This design comes from an exercise in tuning for small area on the open sky130 flow, not from production work. Where RTL was checked, it was by simulation tests only, not by an equivalence proof against the original.

==> inputs of maple <==
Design inc_cond_mppt, start of the top module:
module inc_cond_mppt (
    input wire clk,
    input wire reset,
    input wire start,
    input wire [15:0] voltage_in,
    input wire [15:0] current_in,
    output wire [15:0] duty_cycle,
    output reg mpp_found,
    output wire [15:0] power_out
);
Settings: LEC_CHECK=0, CAP_MARGIN=20, CORE_MARGIN=2, CORE_UTILIZATION=40, SLEW_MARGIN=20; clock period 10.0 ns.
standard.sh (not shown) runs the stock make flow with config.mk's settings and CLKGATE_MAP_FILE= SYNTH_SCRIPT=/design/flow/synth_recipe.tcl, a recipe that flattens the netlist after the stock synthesis.
==> flow/flow/run.sh <==
#!/bin/bash
# Layout flow: the standard ORFS flow, except that
#  - the adder cells mfa/mha of the RTL are mapped straight onto the
#    sky130 full/half adder cells (map.py), and Yosys's own full-adder
#    extraction is off (the design's adders are already explicit),
#  - ABC uses an area-oriented mapping script (abc.script),
#  - port buffers use the smallest buffer cell.
# Each tool's output goes to a log in this folder (make.log, orfs/logs/).
set -euo pipefail
W=$(pwd)
F=$W/flow
python3 $F/map.py $W/design.v $W/design_mapped.v
sed "s#^\(\s*\)log_cmd abc {\*}\$abc_args#\1log_cmd abc {*}[lreplace \$abc_args 1 1 $F/abc.script]#" \
  $FLOW_HOME/scripts/synth.tcl > $W/flow_synth.tcl
grep -q "lreplace" $W/flow_synth.tcl
sed "s#source \$::env(SCRIPTS_DIR)/synth.tcl#source $W/flow_synth.tcl#" $W/synth_recipe.tcl > $W/flow_synth_recipe.tcl
grep -q "flow_synth.tcl" $W/flow_synth_recipe.tcl
sed "s#^export VERILOG_FILES = .*#export VERILOG_FILES = $W/design_mapped.v#" $W/config.mk > $W/flow_config.mk
source $F/settings.sh
make -C $FLOW_HOME DESIGN_CONFIG=$W/flow_config.mk WORK_HOME=$W/orfs CLKGATE_MAP_FILE= \
  SYNTH_SCRIPT=$W/flow_synth_recipe.tcl ADDER_MAP_FILE= \
  "${MAKE_ARGS[@]}" finish > $W/make.log 2>&1
: # left out here: write the final layout as DEF
==> flow/flow/abc.script <==
strash
dch -f
map -a
topo
stime -c
==> flow/flow/map.py <==
#!/usr/bin/env python3
# Replace the bodies of the adder modules mfa/mha with sky130 cells.
import re, sys
src = open(sys.argv[1]).read()
cells = {
    'mfa': "  sky130_fd_sc_hd__fa_1 u (.A(a), .B(b), .CIN(c), .SUM(s), .COUT(co));\n",
    'mha': "  sky130_fd_sc_hd__ha_1 u (.A(a), .B(b), .SUM(s), .COUT(co));\n",
}
def rep(m):
    name, ports = m.group(1), m.group(2)
    if name in cells:
        return f"module {name}({ports});\n{cells[name]}endmodule"
    return m.group(0)
out = re.sub(r"module\s+(\w+)\s*\(([^;]*?)\);(.*?)endmodule", rep, src, flags=re.S)
open(sys.argv[2], 'w').write(out)
==> flow/flow/place_pre.tcl <==
# Buffer every input and output port (as the standard flow does), with a
# buffer cell sized for each side: inputs drive many loads, outputs one pin.
buffer_ports -inputs -buffer_cell sky130_fd_sc_hd__buf_1
buffer_ports -outputs -buffer_cell sky130_fd_sc_hd__buf_1
==> flow/flow/settings.sh <==
MAKE_ARGS=(CAP_MARGIN=20 CORE_MARGIN=2 CORE_UTILIZATION=40 SLEW_MARGIN=20
DONT_BUFFER_PORTS=1 PRE_GLOBAL_PLACE_TCL=$F/place_pre.tcl
"MIN_BUF_CELL_AND_PORTS=sky130_fd_sc_hd__buf_1 A X"
"GPL_TIMING_DRIVEN=0"
"CTS_BUF_LIST=sky130_fd_sc_hd__clkbuf_8"
"SYNTH_INSBUF=0"
)
==> violet (differences from maple) <==
--- a/flow/design.v
+++ b/flow/design.v
@@ -233,45 +233,44 @@
   mfa f16 (.a(bp2_2), .b(bp3_0), .c(c10), .s(s15), .co(c16));
   wire s17, c18;
   mfa f18 (.a(s13), .b(s15), .c(c12), .s(s17), .co(c18));
   wire s19, c20;
   mfa f20 (.a(bp0_7), .b(bp1_5), .c(bp2_3), .s(s19), .co(c20));
   wire s21, c22;
   mfa f22 (.a(bp3_1), .b(c14), .c(s19), .s(s21), .co(c22));
   wire s23, c24;
-  assign s23 = ~(c16 ^ s21);
-  assign c24 = c16 | s21;
+  mfa f24 (.a(c16), .b(s21), .c(c18), .s(s23), .co(c24));
   wire s25, c26;
   mfa f26 (.a(~neg[4]), .b(bp0_8), .c(bp1_6), .s(s25), .co(c26));
   wire s27, c28;
   mfa f28 (.a(bp2_4), .b(bp3_2), .c(bp4_0), .s(s27), .co(c28));
   wire s29, c30;
   mfa f30 (.a(c20), .b(s25), .c(s27), .s(s29), .co(c30));
   wire s31, c32;
-  mfa f32 (.a(c22), .b(s29), .c(c24), .s(s31), .co(c32));
+  assign s31 = ~(c22 ^ s29);
+  assign c32 = c22 | s29;
   wire s33, c34;
   mfa f34 (.a(bp0_9), .b(bp1_7), .c(bp2_5), .s(s33), .co(c34));
   wire s35, c36;
   mfa f36 (.a(bp3_3), .b(bp4_1), .c(c26), .s(s35), .co(c36));
   wire s37, c38;
   mfa f38 (.a(c28), .b(s33), .c(c30), .s(s37), .co(c38));
   wire s39, c40;
-  mfa f40 (.a(s35), .b(s37), .c(c32), .s(s39), .co(c40));
+  mfa f40 (.a(s35), .b(c32), .c(s37), .s(s39), .co(c40));
   wire s41, c42;
   mfa f42 (.a(~neg[5]), .b(bp0_10), .c(bp1_8), .s(s41), .co(c42));
   wire s43, c44;
   mfa f44 (.a(bp2_6), .b(bp3_4), .c(bp4_2), .s(s43), .co(c44));
   wire s45, c46;
   mfa f46 (.a(bp5_0), .b(c34), .c(s41), .s(s45), .co(c46));
   wire s47, c48;
   mfa f48 (.a(s43), .b(c36), .c(s45), .s(s47), .co(c48));
   wire s49, c50;
-  assign s49 = ~(c38 ^ s47);
-  assign c50 = c38 | s47;
+  mfa f50 (.a(c38), .b(s47), .c(c40), .s(s49), .co(c50));
   wire s51, c52;
   mfa f52 (.a(bp0_11), .b(bp1_9), .c(bp2_7), .s(s51), .co(c52));
   wire s53, c54;
   mfa f54 (.a(bp3_5), .b(bp4_3), .c(bp5_1), .s(s53), .co(c54));
   wire s55, c56;
   mfa f56 (.a(c42), .b(c44), .c(s51), .s(s55), .co(c56));
   wire s57, c58;
   mfa f58 (.a(s53), .b(c46), .c(s55), .s(s57), .co(c58));
@@ -310,18 +309,17 @@
   mfa f90 (.a(bp5_4), .b(bp6_2), .c(bp7_0), .s(s89), .co(c90));
   wire s91, c92;
   mfa f92 (.a(c74), .b(c76), .c(s85), .s(s91), .co(c92));
   wire s93, c94;
   mfa f94 (.a(s87), .b(s89), .c(c78), .s(s93), .co(c94));
   wire s95, c96;
   mfa f96 (.a(s91), .b(c80), .c(s93), .s(s95), .co(c96));
   wire s97, c98;
-  assign s97 = ~(c82 ^ s95);
-  assign c98 = c82 | s95;
+  mfa f98 (.a(c82), .b(s95), .c(c84), .s(s97), .co(c98));
   wire s99, c100;
   mfa f100 (.a(bp0_15), .b(bp1_13), .c(bp2_11), .s(s99), .co(c100));
   wire s101, c102;
   mfa f102 (.a(bp3_9), .b(bp4_7), .c(bp5_5), .s(s101), .co(c102));
   wire s103, c104;
   mfa f104 (.a(bp6_3), .b(bp7_1), .c(c86), .s(s103), .co(c104));
   wire s105, c106;
   mfa f106 (.a(c88), .b(c90), .c(s101), .s(s105), .co(c106));
@@ -356,18 +354,17 @@
   mfa f134 (.a(bp7_3), .b(s127), .c(c114), .s(s133), .co(c134));
   wire s135, c136;
   mfa f136 (.a(c116), .b(c118), .c(s129), .s(s135), .co(c136));
   wire s137, c138;
   mfa f138 (.a(s131), .b(c120), .c(s133), .s(s137), .co(c138));
   wire s139, c140;
   mfa f140 (.a(s135), .b(c122), .c(s137), .s(s139), .co(c140));
   wire s141, c142;
-  assign s141 = ~(c124 ^ s139);
-  assign c142 = c124 | s139;
+  mfa f142 (.a(c124), .b(s139), .c(c126), .s(s141), .co(c142));
   wire s143, c144;
   mha h144 (.a(bq2), .b(bp1_16), .s(s143), .co(c144));
   wire s145, c146;
   mfa f146 (.a(bp2_14), .b(bp3_12), .c(bp4_10), .s(s145), .co(c146));
   wire s147, c148;
   mfa f148 (.a(bp5_8), .b(bp6_6), .c(bp7_4), .s(s147), .co(c148));
   wire s149, c150;
   mfa f150 (.a(c128), .b(c130), .c(c132), .s(s149), .co(c150));
@@ -402,18 +399,17 @@
   mfa f178 (.a(bp6_8), .b(bp7_6), .c(c160), .s(s177), .co(c178));
   wire s179, c180;
   mfa f180 (.a(c162), .b(s173), .c(s175), .s(s179), .co(c180));
   wire s181, c182;
   mfa f182 (.a(c164), .b(c166), .c(s177), .s(s181), .co(c182));
   wire s183, c184;
   mfa f184 (.a(s179), .b(c168), .c(s181), .s(s183), .co(c184));
   wire s185, c186;
-  assign s185 = ~(c170 ^ s183);
-  assign c186 = c170 | s183;
+  mfa f186 (.a(c170), .b(s183), .c(c172), .s(s185), .co(c186));
   wire s187, c188;
   mfa f188 (.a(neg[2]), .b(bq5), .c(bp3_15), .s(s187), .co(c188));
   wire s189, c190;
   mfa f190 (.a(bp4_13), .b(bp5_11), .c(bp6_9), .s(s189), .co(c190));
   wire s191, c192;
   mfa f192 (.a(bp7_7), .b(c174), .c(c176), .s(s191), .co(c192));
   wire s193, c194;
   mfa f194 (.a(s187), .b(s189), .c(c178), .s(s193), .co(c194));
@@ -427,21 +423,20 @@
   mfa f202 (.a(bp4_14), .b(bp5_12), .c(bp6_10), .s(s201), .co(c202));
   wire s203, c204;
   mfa f204 (.a(bp7_8), .b(c188), .c(c190), .s(s203), .co(c204));
   wire s205, c206;
   mfa f206 (.a(s199), .b(s201), .c(c192), .s(s205), .co(c206));
   wire s207, c208;
   mfa f208 (.a(s203), .b(c194), .c(s205), .s(s207), .co(c208));
   wire s209, c210;
-  assign s209 = ~(c196 ^ s207);
-  assign c210 = c196 | s207;
+  mfa f210 (.a(c196), .b(s207), .c(c198), .s(s209), .co(c210));
   wire x211 = ~(neg[3] ^ bp4_15 ^ bp5_13 ^ bp6_11 ^ bp7_9 ^ bq7 ^ c200 ^ c202 ^ c204 ^ c206 ^ c208 ^ c210);
-  wire [23:0] rx = {x211, s209, c186, s185, c158, c142, s141, c112, c98, s97, s83, s71, s59, s49, s39, s31, s23, s17, s11, s7, s3, s1, bp0_1, ~neg[0]};
-  wire [23:0] ry = {1'b1, c198, s197, c172, s171, s157, c126, s125, s111, c84, 1'b1, c60, 1'b1, c40, 1'b1, 1'b1, c18, 1'b1, 1'b1, 1'b1, 1'b1, 1'b1, 1'b1, bp0_0};
+  wire [23:0] rx = {x211, s209, s197, s185, c158, s157, s141, c112, s111, s97, s83, s71, s59, s49, s39, s31, s23, s17, s11, s7, s3, s1, bp0_1, ~neg[0]};
+  wire [23:0] ry = {1'b1, 1'b1, c186, 1'b1, s171, c142, 1'b1, s125, c98, 1'b1, 1'b1, c60, 1'b1, 1'b1, 1'b1, c24, 1'b1, 1'b1, 1'b1, 1'b1, 1'b1, 1'b1, 1'b1, bp0_0};
   wire [23:0] g0 = rx & ry;
   wire [23:0] p0 = rx ^ ry;
   wire pg212 = g0[0] | (p0[0] & 1'b1);
   wire pg214 = g0[2] | (p0[2] & g0[1]);
   wire pp215 = p0[2] & p0[1];
   wire pg216 = g0[4] | (p0[4] & g0[3]);
   wire pp217 = p0[4] & p0[3];
   wire pg218 = g0[6] | (p0[6] & g0[5]);
@@ -457,48 +452,72 @@
   wire pg228 = g0[16] | (p0[16] & g0[15]);
   wire pp229 = p0[16] & p0[15];
   wire pg230 = g0[18] | (p0[18] & g0[17]);
   wire pp231 = p0[18] & p0[17];
   wire pg232 = g0[20] | (p0[20] & g0[19]);
   wire pp233 = p0[20] & p0[19];
   wire pg234 = g0[22] | (p0[22] & g0[21]);
   wire pp235 = p0[22] & p0[21];
-  wire pg236 = pg214 | (pp215 & pg212);
-  wire pg238 = pg218 | (pp219 & pg216);
-  wire pp239 = pp219 & pp217;
-  wire pg240 = pg222 | (pp223 & pg220);
-  wire pp241 = pp223 & pp221;
-  wire pg242 = pg226 | (pp227 & pg224);
-  wire pp243 = pp227 & pp225;
-  wire pg244 = pg230 | (pp231 & pg228);
-  wire pp245 = pp231 & pp229;
-  wire pg246 = pg234 | (pp235 & pg232);
-  wire pp247 = pp235 & pp233;
-  wire pg248 = pg238 | (pp239 & pg236);
-  wire pg250 = pg242 | (pp243 & pg240);
-  wire pp251 = pp243 & pp241;
-  wire pg252 = pg246 | (pp247 & pg244);
-  wire pp253 = pp247 & pp245;
-  wire pg254 = pg250 | (pp251 & pg248);
-  wire pg256 = pg252 | (pp253 & pg254);
-  wire pg258 = pg240 | (pp241 & pg248);
-  wire pg260 = pg244 | (pp245 & pg254);
-  wire pg262 = pg216 | (pp217 & pg236);
-  wire pg264 = pg220 | (pp221 & pg248);
-  wire pg266 = pg224 | (pp225 & pg258);
-  wire pg268 = pg228 | (pp229 & pg254);
-  wire pg270 = pg232 | (pp233 & pg260);
-  wire pg272 = g0[1] | (p0[1] & pg212);
-  wire pg274 = g0[3] | (p0[3] & pg236);
-  wire pg276 = g0[5] | (p0[5] & pg262);
-  wire pg278 = g0[7] | (p0[7] & pg248);
-  wire pg280 = g0[9] | (p0[9] & pg264);
-  wire pg282 = g0[11] | (p0[11] & pg258);
-  wire pg284 = g0[13] | (p0[13] & pg266);
-  wire pg286 = g0[15] | (p0[15] & pg254);
-  wire pg288 = g0[17] | (p0[17] & pg268);
-  wire pg290 = g0[19] | (p0[19] & pg260);
-  wire pg292 = g0[21] | (p0[21] & pg270);
-  wire pg294 = g0[23] | (p0[23] & pg256);
-  wire [15:0] hc = {pg256, pg292, pg270, pg290, pg260, pg288, pg268, pg286, pg254, pg284, pg266, pg282, pg258, pg280, pg264, pg278};
+  wire pg236 = g0[1] | (p0[1] & pg212);
+  wire pg238 = pg214 | (pp215 & pg212);
+  wire pg240 = g0[5] | (p0[5] & pg216);
+  wire pp241 = p0[5] & pp217;
+  wire pg242 = pg218 | (pp219 & pg216);
+  wire pp243 = pp219 & pp217;
+  wire pg244 = g0[9] | (p0[9] & pg220);
+  wire pp245 = p0[9] & pp221;
+  wire pg246 = pg222 | (pp223 & pg220);
+  wire pp247 = pp223 & pp221;
+  wire pg248 = g0[13] | (p0[13] & pg224);
+  wire pp249 = p0[13] & pp225;
+  wire pg250 = pg226 | (pp227 & pg224);
+  wire pp251 = pp227 & pp225;
+  wire pg252 = g0[17] | (p0[17] & pg228);
+  wire pp253 = p0[17] & pp229;
+  wire pg254 = pg230 | (pp231 & pg228);
+  wire pp255 = pp231 & pp229;
+  wire pg256 = g0[21] | (p0[21] & pg232);
+  wire pp257 = p0[21] & pp233;
+  wire pg258 = pg234 | (pp235 & pg232);
+  wire pp259 = pp235 & pp233;
+  wire pg260 = g0[3] | (p0[3] & pg238);
+  wire pg262 = pg216 | (pp217 & pg238);
+  wire pg264 = pg240 | (pp241 & pg238);
+  wire pg266 = pg242 | (pp243 & pg238);
+  wire pg268 = g0[11] | (p0[11] & pg246);
+  wire pp269 = p0[11] & pp247;
+  wire pg270 = pg224 | (pp225 & pg246);
+  wire pp271 = pp225 & pp247;
+  wire pg272 = pg248 | (pp249 & pg246);
+  wire pp273 = pp249 & pp247;
+  wire pg274 = pg250 | (pp251 & pg246);
+  wire pp275 = pp251 & pp247;
+  wire pg276 = g0[19] | (p0[19] & pg254);
+  wire pp277 = p0[19] & pp255;
+  wire pg278 = pg232 | (pp233 & pg254);
+  wire pp279 = pp233 & pp255;
+  wire pg280 = pg256 | (pp257 & pg254);
+  wire pp281 = pp257 & pp255;
+  wire pg282 = pg258 | (pp259 & pg254);
+  wire pp283 = pp259 & pp255;
+  wire pg284 = g0[7] | (p0[7] & pg266);
+  wire pg286 = pg220 | (pp221 & pg266);
+  wire pg288 = pg244 | (pp245 & pg266);
+  wire pg290 = pg246 | (pp247 & pg266);
+  wire pg292 = pg268 | (pp269 & pg266);
+  wire pg294 = pg270 | (pp271 & pg266);
+  wire pg296 = pg272 | (pp273 & pg266);
+  wire pg298 = pg274 | (pp275 & pg266);
+  wire pg300 = g0[23] | (p0[23] & pg282);
+  wire pp301 = p0[23] & pp283;
+  wire pg302 = g0[15] | (p0[15] & pg298);
+  wire pg304 = pg228 | (pp229 & pg298);
+  wire pg306 = pg252 | (pp253 & pg298);
+  wire pg308 = pg254 | (pp255 & pg298);
+  wire pg310 = pg276 | (pp277 & pg298);
+  wire pg312 = pg278 | (pp279 & pg298);
+  wire pg314 = pg280 | (pp281 & pg298);
+  wire pg316 = pg282 | (pp283 & pg298);
+  wire pg318 = pg300 | (pp301 & pg298);
+  wire [15:0] hc = {pg316, pg314, pg312, pg310, pg308, pg306, pg304, pg302, pg298, pg296, pg294, pg292, pg290, pg288, pg286, pg284};
   assign p = ~(p0[23:8] ^ hc);
 endmodule
==> flow/flow/abc.script (replaced) <==
strash
dch -f
map -a
strash
dch -f
map -a
topo
stime -c
==> flow/flow/settings.sh (replaced) <==
MAKE_ARGS=(CAP_MARGIN=20 CORE_MARGIN=2 CORE_UTILIZATION=40 SLEW_MARGIN=20
DONT_BUFFER_PORTS=1 PRE_GLOBAL_PLACE_TCL=$F/place_pre.tcl
"MIN_BUF_CELL_AND_PORTS=sky130_fd_sc_hd__buf_1 A X"
"GPL_TIMING_DRIVEN=0"
"CTS_BUF_LIST=sky130_fd_sc_hd__clkbuf_8"
"SYNTH_INSBUF=0"
"SETUP_SLACK_MARGIN=-0.15"
)
==> garnet (differences from maple) <==
--- a/flow/design.v
+++ b/flow/design.v
@@ -233,80 +233,79 @@
   mfa f16 (.a(bp2_2), .b(bp3_0), .c(c10), .s(s15), .co(c16));
   wire s17, c18;
   mfa f18 (.a(s13), .b(s15), .c(c12), .s(s17), .co(c18));
   wire s19, c20;
   mfa f20 (.a(bp0_7), .b(bp1_5), .c(bp2_3), .s(s19), .co(c20));
   wire s21, c22;
   mfa f22 (.a(bp3_1), .b(c14), .c(s19), .s(s21), .co(c22));
   wire s23, c24;
-  assign s23 = ~(c16 ^ s21);
-  assign c24 = c16 | s21;
+  mfa f24 (.a(c16), .b(s21), .c(c18), .s(s23), .co(c24));
   wire s25, c26;
   mfa f26 (.a(~neg[4]), .b(bp0_8), .c(bp1_6), .s(s25), .co(c26));
   wire s27, c28;
   mfa f28 (.a(bp2_4), .b(bp3_2), .c(bp4_0), .s(s27), .co(c28));
   wire s29, c30;
   mfa f30 (.a(c20), .b(s25), .c(s27), .s(s29), .co(c30));
   wire s31, c32;
-  mfa f32 (.a(c22), .b(s29), .c(c24), .s(s31), .co(c32));
+  assign s31 = ~(c22 ^ s29);
+  assign c32 = c22 | s29;
   wire s33, c34;
   mfa f34 (.a(bp0_9), .b(bp1_7), .c(bp2_5), .s(s33), .co(c34));
   wire s35, c36;
   mfa f36 (.a(bp3_3), .b(bp4_1), .c(c26), .s(s35), .co(c36));
   wire s37, c38;
   mfa f38 (.a(c28), .b(s33), .c(c30), .s(s37), .co(c38));
   wire s39, c40;
-  mfa f40 (.a(s35), .b(s37), .c(c32), .s(s39), .co(c40));
+  mfa f40 (.a(s35), .b(c32), .c(s37), .s(s39), .co(c40));
   wire s41, c42;
   mfa f42 (.a(~neg[5]), .b(bp0_10), .c(bp1_8), .s(s41), .co(c42));
   wire s43, c44;
   mfa f44 (.a(bp2_6), .b(bp3_4), .c(bp4_2), .s(s43), .co(c44));
   wire s45, c46;
   mfa f46 (.a(bp5_0), .b(c34), .c(s41), .s(s45), .co(c46));
   wire s47, c48;
   mfa f48 (.a(s43), .b(c36), .c(s45), .s(s47), .co(c48));
   wire s49, c50;
-  assign s49 = ~(c38 ^ s47);
-  assign c50 = c38 | s47;
+  mfa f50 (.a(c38), .b(s47), .c(c40), .s(s49), .co(c50));
   wire s51, c52;
   mfa f52 (.a(bp0_11), .b(bp1_9), .c(bp2_7), .s(s51), .co(c52));
   wire s53, c54;
   mfa f54 (.a(bp3_5), .b(bp4_3), .c(bp5_1), .s(s53), .co(c54));
   wire s55, c56;
   mfa f56 (.a(c42), .b(c44), .c(s51), .s(s55), .co(c56));
   wire s57, c58;
   mfa f58 (.a(s53), .b(c46), .c(s55), .s(s57), .co(c58));
   wire s59, c60;
-  mfa f60 (.a(c48), .b(s57), .c(c50), .s(s59), .co(c60));
+  assign s59 = ~(c48 ^ s57);
+  assign c60 = c48 | s57;
   wire s61, c62;
   mfa f62 (.a(~neg[6]), .b(bp0_12), .c(bp1_10), .s(s61), .co(c62));
   wire s63, c64;
   mfa f64 (.a(bp2_8), .b(bp3_6), .c(bp4_4), .s(s63), .co(c64));
   wire s65, c66;
   mfa f66 (.a(bp5_2), .b(bp6_0), .c(c52), .s(s65), .co(c66));
   wire s67, c68;
   mfa f68 (.a(c54), .b(s61), .c(s63), .s(s67), .co(c68));
   wire s69, c70;
   mfa f70 (.a(c56), .b(s65), .c(s67), .s(s69), .co(c70));
   wire s71, c72;
-  assign s71 = ~(c58 ^ s69);
-  assign c72 = c58 | s69;
+  mfa f72 (.a(c58), .b(s69), .c(c60), .s(s71), .co(c72));
   wire s73, c74;
   mfa f74 (.a(bp0_13), .b(bp1_11), .c(bp2_9), .s(s73), .co(c74));
   wire s75, c76;
   mfa f76 (.a(bp3_7), .b(bp4_5), .c(bp5_3), .s(s75), .co(c76));
   wire s77, c78;
   mfa f78 (.a(bp6_1), .b(c62), .c(c64), .s(s77), .co(c78));
   wire s79, c80;
   mfa f80 (.a(s73), .b(s75), .c(c66), .s(s79), .co(c80));
   wire s81, c82;
   mfa f82 (.a(c68), .b(s77), .c(s79), .s(s81), .co(c82));
   wire s83, c84;
-  mfa f84 (.a(c70), .b(c72), .c(s81), .s(s83), .co(c84));
+  mfa f84 (.a(c70), .b(s81), .c(c72), .s(s83), .co(c84));
   wire s85, c86;
   mfa f86 (.a(~neg[7]), .b(bp0_14), .c(bp1_12), .s(s85), .co(c86));
   wire s87, c88;
   mfa f88 (.a(bp2_10), .b(bp3_8), .c(bp4_6), .s(s87), .co(c88));
   wire s89, c90;
   mfa f90 (.a(bp5_4), .b(bp6_2), .c(bp7_0), .s(s89), .co(c90));
   wire s91, c92;
   mfa f92 (.a(c74), .b(c76), .c(s85), .s(s91), .co(c92));
@@ -325,18 +324,17 @@
   mfa f104 (.a(bp6_3), .b(bp7_1), .c(c86), .s(s103), .co(c104));
   wire s105, c106;
   mfa f106 (.a(c88), .b(c90), .c(s101), .s(s105), .co(c106));
   wire s107, c108;
   mfa f108 (.a(s99), .b(c92), .c(s103), .s(s107), .co(c108));
   wire s109, c110;
   mfa f110 (.a(s105), .b(c94), .c(s107), .s(s109), .co(c110));
   wire s111, c112;
-  assign s111 = ~(c96 ^ s109);
-  assign c112 = c96 | s109;
+  mfa f112 (.a(c96), .b(s109), .c(c98), .s(s111), .co(c112));
   wire s113, c114;
   mfa f114 (.a(bq0), .b(bp0_16), .c(bp1_14), .s(s113), .co(c114));
   wire s115, c116;
   mfa f116 (.a(bp2_12), .b(bp3_10), .c(bp4_8), .s(s115), .co(c116));
   wire s117, c118;
   mfa f118 (.a(bp5_6), .b(bp6_4), .c(bp7_2), .s(s117), .co(c118));
   wire s119, c120;
   mfa f120 (.a(c100), .b(c102), .c(s113), .s(s119), .co(c120));
@@ -373,18 +371,17 @@
   mfa f150 (.a(c128), .b(c130), .c(c132), .s(s149), .co(c150));
   wire s151, c152;
   mfa f152 (.a(s143), .b(s145), .c(s147), .s(s151), .co(c152));
   wire s153, c154;
   mfa f154 (.a(c134), .b(c136), .c(s149), .s(s153), .co(c154));
   wire s155, c156;
   mfa f156 (.a(s151), .b(c138), .c(s153), .s(s155), .co(c156));
   wire s157, c158;
-  assign s157 = ~(c140 ^ s155);
-  assign c158 = c140 | s155;
+  mfa f158 (.a(c140), .b(s155), .c(c142), .s(s157), .co(c158));
   wire s159, c160;
   mfa f160 (.a(neg[1]), .b(bq3), .c(bp2_15), .s(s159), .co(c160));
   wire s161, c162;
   mfa f162 (.a(bp3_13), .b(bp4_11), .c(bp5_9), .s(s161), .co(c162));
   wire s163, c164;
   mfa f164 (.a(bp6_7), .b(bp7_5), .c(c144), .s(s163), .co(c164));
   wire s165, c166;
   mfa f166 (.a(c146), .b(c148), .c(s159), .s(s165), .co(c166));
@@ -430,18 +427,18 @@
   wire s205, c206;
   mfa f206 (.a(s199), .b(s201), .c(c192), .s(s205), .co(c206));
   wire s207, c208;
   mfa f208 (.a(s203), .b(c194), .c(s205), .s(s207), .co(c208));
   wire s209, c210;
   assign s209 = ~(c196 ^ s207);
   assign c210 = c196 | s207;
   wire x211 = ~(neg[3] ^ bp4_15 ^ bp5_13 ^ bp6_11 ^ bp7_9 ^ bq7 ^ c200 ^ c202 ^ c204 ^ c206 ^ c208 ^ c210);
-  wire [23:0] rx = {x211, s209, c186, s185, c158, c142, s141, c112, c98, s97, s83, s71, s59, s49, s39, s31, s23, s17, s11, s7, s3, s1, bp0_1, ~neg[0]};
-  wire [23:0] ry = {1'b1, c198, s197, c172, s171, s157, c126, s125, s111, c84, 1'b1, c60, 1'b1, c40, 1'b1, 1'b1, c18, 1'b1, 1'b1, 1'b1, 1'b1, 1'b1, 1'b1, bp0_0};
+  wire [23:0] rx = {x211, s209, c186, s185, s171, s157, s141, s125, s111, s97, s83, s71, s59, s49, s39, s31, s23, s17, s11, s7, s3, s1, bp0_1, ~neg[0]};
+  wire [23:0] ry = {1'b1, c198, s197, c172, c158, 1'b1, c126, c112, 1'b1, c84, 1'b1, 1'b1, c50, 1'b1, 1'b1, c24, 1'b1, 1'b1, 1'b1, 1'b1, 1'b1, 1'b1, 1'b1, bp0_0};
   wire [23:0] g0 = rx & ry;
   wire [23:0] p0 = rx ^ ry;
   wire pg212 = g0[0] | (p0[0] & 1'b1);
   wire pg214 = g0[2] | (p0[2] & g0[1]);
   wire pp215 = p0[2] & p0[1];
   wire pg216 = g0[4] | (p0[4] & g0[3]);
   wire pp217 = p0[4] & p0[3];
   wire pg218 = g0[6] | (p0[6] & g0[5]);
==> flow/flow/place_pre.tcl (replaced) <==
# Buffer every input and output port (as the standard flow does). Outputs
# drive one pin and a fixed load, so they get the smallest buffer; inputs
# get the smallest buffer too, except the multiplicand bits, which fan out
# to a whole column of Booth selectors and get a stronger one.
buffer_ports -inputs -buffer_cell sky130_fd_sc_hd__buf_1
buffer_ports -outputs -buffer_cell sky130_fd_sc_hd__buf_1
foreach inst [get_cells input*] {
  set net [get_full_name [get_nets -of_objects [get_pins [get_full_name $inst]/A]]]
  if { [string match "voltage_in*" $net] } {
    replace_cell $inst sky130_fd_sc_hd__buf_2
  }
}
==> flow/flow/settings.sh (replaced) <==
MAKE_ARGS=(CAP_MARGIN=20 CORE_MARGIN=2 CORE_UTILIZATION=40 SLEW_MARGIN=20
DONT_BUFFER_PORTS=1 PRE_GLOBAL_PLACE_TCL=$F/place_pre.tcl
"MIN_BUF_CELL_AND_PORTS=sky130_fd_sc_hd__buf_1 A X"
"GPL_TIMING_DRIVEN=0"
"CTS_BUF_LIST=sky130_fd_sc_hd__clkbuf_8"
"CTS_CLUSTER_SIZE=50"
"CTS_CLUSTER_DIAMETER=200"
"SYNTH_INSBUF=0"
)
==> run summary <==
Count of clock-buffer cells in the layout is the same in maple and violet.
Worst hold slack: violet > maple > garnet.
Utilization: garnet < violet < maple.
Between maple and garnet, the lower cell count is in garnet (gap about 5.6%, measured against garnet).
In sequential cell count, maple and garnet do not differ.
The highest non-clock buffer count belongs to maple, the lowest to garnet.
Against violet, the setup slack of garnet is higher by 0.098 ns.
Synthesized cell count, highest first: maple, garnet, violet.
Only the layout flow was run in maple; the RTL was not checked for function there.

[afterwards: timing with drivers on the ports]
In the flow no input, the clock included, has a driving cell. The finished layouts below were timed again as built, in two steps. Step 1, drivers: a clkbuf_16 drives clk and a buf_2 each remaining input, both assumed. Step 2, shift: input delay + t, output delay - t, t = (earliest + latest rising clock arrival at the registers) / 2. This alone moves slack from input paths to output paths. a / b / c = ideal ports / drivers / drivers and shift; a / b = the first two.
| run | t, ns | slack for setup (ns) | hold WS [ns] |
|---|---|---|---|
| maple | 0.317 | 0.324 / 0.301 / 0.301 | 0.402 / 0.402 / 0.402 |
| violet | 0.321 | 0.228 / 0.204 / 0.204 | 0.410 / 0.410 / 0.410 |
| garnet | 0.323 | 0.327 / 0.296 / 0.291 | 0.400 / 0.400 / 0.400 |
After both steps every run listed still meets setup and hold. For garnet, which loses most, drivers alone change the setup slack by -0.031 ns; drivers and shift together by -0.036 ns.
